Background: an optimization exercise with open tools, aiming at small area, a short achievable clock period and few clock cycles per item. Do not read the settings as production practice.
Function was checked by simulation only, so behaviour that the tests miss may differ from the original.
No activity file was given, so power comes from the tool's default toggle rates.

## v6
==> module SRT4_div, before the edit <==
module SRT4_div(
    input               clock,
    input               reset,
    input               start,
    input               is_signed,
    input       [63:0]  a,
    input       [63:0]  b,
    output              ready,
    output              error,
    output      [63:0]  q,
    output      [63:0]  r
);
    wire sa_in = is_signed & a[63];
    wire sb_in = is_signed & b[63];
    wire [6:0] ca_in, cb_in;
    lzc64 lza (.x(a ^ {64{sa_in}}), .n(ca_in));
    lzc64 lzb (.x(b ^ {64{sb_in}}), .n(cb_in));
    reg        st_norm, st_iter, st_corr, st_done;
    wire       st_idle = ~(st_norm | st_iter | st_corr | st_done);
    reg [6:0]  CA, CB;
    reg        SA, SB;
    reg [5:0]  cnt;
    reg        err;
    reg        first;
    reg        Z;      
    reg        OPS;    
    reg [64:0] R;      
    reg [63:0] D;      
    reg [63:0] Q;      
    wire [7:0] k = {1'b0, CB} - {1'b0, CA} + {7'd0, SA & ~SB};
    wire kneg = k[7];
    wire bz = CB[6] & ~SB;   
    wire last = (cnt == 6'd0);
    wire ops0 = (SA == SB);
    wire rz = ~|R;
    wire [62:0] qinc;
    inc63 qi (.x(Q[63:1]), .s(qinc));
    wire [64:0] T = R + ({SB, D} ^ {65{OPS}}) + {64'd0, OPS};
    wire need = SA ? (~T[64] | Z | rz) : T[64];
    always @(posedge clock) begin
        CA <= ca_in;
        CB <= cb_in;
        SA <= sa_in;
        SB <= sb_in;
        err <= bz;
        if (reset) begin
            st_norm <= 1'b0;
            st_iter <= 1'b0;
            st_corr <= 1'b0;
            st_done <= 1'b0;
        end else begin
            st_norm <= st_idle & start;
            st_iter <= (st_norm & ~kneg & ~bz) | (st_iter & ~last);
            st_corr <= st_iter & last & need;
            st_done <= (st_norm & (kneg | bz)) | (st_iter & last & ~need) | st_corr;
        end
        first <= st_norm;
        Z <= st_iter & (Z | rz);
        cnt <= st_norm ? k[5:0] : cnt - 6'd1;
        OPS <= st_norm ? ops0 : (T[64] == SB);
        if (st_iter | (st_corr & ~rz))
            R <= T;
        else if (st_corr)
            R <= 65'd0;
        else
            R <= {sa_in, a};
        if (st_norm)
            D <= D << k[5:0];
        else if (st_iter & ~last)
            D <= {SB, D[63:1]};
        else
            D <= b;
        if (st_iter)
            Q <= {Q[62:1], first ? ~OPS : OPS, 1'b1};
        else if (st_corr)
            Q <= {(OPS & ~rz) ? qinc : Q[63:1], rz};
        else
            Q <= kneg ? 64'd0 : {{63{~ops0}}, 1'b1};
    end
    assign ready = st_done;
    assign error = err;
    assign q = Q;
    assign r = R[63:0];
endmodule
==> flow/config.mk <==
export PLATFORM = sky130hd
export DESIGN_NAME = SRT4_div
export DESIGN_NICKNAME = SRT4_div
export VERILOG_FILES = /design/flow/design.v
export SDC_FILE = /design/flow/constraint.sdc
export NUM_CORES = 4
export LEC_CHECK = 0
export CAP_MARGIN = 20
export CORE_MARGIN = 2
export CORE_UTILIZATION = 40
export PLACE_DENSITY = 0.6
export SLEW_MARGIN = 20
==> flow/constraint.sdc <==
create_clock -name core_clock -period 11.0 [get_ports {clock}]
set_input_delay 2.2000 -clock core_clock [delete_from_list [all_inputs] [get_ports {clock}]]
set_output_delay 2.2000 -clock core_clock [all_outputs]
set_load 0.01 [all_outputs]
standard.sh (not shown) runs the stock make flow with config.mk's settings and CLKGATE_MAP_FILE= SYNTH_SCRIPT=/design/flow/synth_recipe.tcl, a recipe that flattens the netlist after the stock synthesis.
==> flow/flow/run.sh <==
#!/bin/bash
# Standard layout, with repair_timing aiming 7.25 ns below the 11 ns clock so
# the resizer sizes up the divider's critical paths, the ports buffered with the
# smallest buffer (the resizer still sizes them up where timing needs it), and a
# clock tree of clkbuf_8 with clusters of up to 20 sinks.
# Make's output goes to flow.log; ORFS keeps each step's log under orfs/logs.
set -euo pipefail
bash standard.sh SETUP_SLACK_MARGIN=7.25 \
  "BUFFER_PORTS_ARGS=-buffer_cell sky130_fd_sc_hd__buf_1" \
  CTS_BUF_LIST=sky130_fd_sc_hd__clkbuf_8 CTS_CLUSTER_SIZE=20 \
  finish > flow.log 2>&1
Testbench counts of v6, summed over its fixed seeds: cycles 179,963, divs 12,000.
The following lists how v7 was set up differently from v6:
diff --git a/flow/design.v b/flow/design.v
--- a/flow/design.v
+++ b/flow/design.v
@@ -92,21 +92,21 @@
     reg        err;
     reg        first;
     reg        Z;      
     reg        OPS;    
     reg [64:0] R;      
-    reg [63:0] D;      
+    reg [64:0] D;      
     reg [63:0] Q;      
     wire [7:0] k = {1'b0, CB} - {1'b0, CA} + {7'd0, SA & ~SB};
     wire kneg = k[7];
     wire bz = CB[6] & ~SB;   
     wire last = (cnt == 6'd0);
     wire ops0 = (SA == SB);
     wire rz = ~|R;
     wire [62:0] qinc;
     inc63 qi (.x(Q[63:1]), .s(qinc));
-    wire [64:0] T = R + ({SB, D} ^ {65{OPS}}) + {64'd0, OPS};
+    wire [64:0] T = R + (D ^ {65{OPS}}) + {64'd0, OPS};
     wire need = SA ? (~T[64] | Z | rz) : T[64];
     always @(posedge clock) begin
         CA <= ca_in;
         CB <= cb_in;
         SA <= sa_in;
@@ -134,13 +134,13 @@
         else
             R <= {sa_in, a};
         if (st_norm)
             D <= D << k[5:0];
         else if (st_iter & ~last)
-            D <= {SB, D[63:1]};
+            D <= {D[64], D[64:1]};
         else
-            D <= b;
+            D <= {sb_in, b};
         if (st_iter)
             Q <= {Q[62:1], first ? ~OPS : OPS, 1'b1};
         else if (st_corr)
             Q <= {(OPS & ~rz) ? qinc : Q[63:1], rz};
         else
## What came out
Clock skew on v7 is ahead of v6.
Of v6 and v7, v7 shows the higher placement-stage cell area, with v6 below it.
Power per unit of standard cell area of v7 falls short of that of v6 slightly.
sky130_fd_sc_hd__a2111oi_4 as the library cell contributing the largest single delay on the critical path was reported by v6, and sky130_fd_sc_hd__or3_4 by v7.
Diff v6 -> v7: global-route usage neither gained nor lost much; net switching power -about 0.7%.
Testbench counts of v7, summed over its fixed seeds: cycles 179,963, divs 12,000.

-- static timing again, ports no longer ideal --
In the flow no input, the clock included, has a driving cell. The finished layouts below were timed again as built, in two steps.
Step 1 assumes that a clkbuf_16 drives the clock port and a buf_2 every other input.
Step 2 moves the port delays by t, midway between the first and last clock arrival at a register: inputs arrive t later, outputs are due t later. That takes back most of the time a late clock gives input paths.
Slacks: ideal / step 1 / step 2; pairs: ideal / step 1.
run | t (ns) | slack for setup (ns) | slew at the worst register clock pin (ns)
v6 | 0.674 | 7.125 / 7.135 / 6.460 | 0.06 / 0.06
v7 | 0.679 | 7.277 / 7.297 / 6.621 | 0.07 / 0.07
After both steps every run listed still meets setup and hold. The setup slack of v6, which loses most, moves by +0.010 ns with the drivers and by -0.665 ns with both steps.
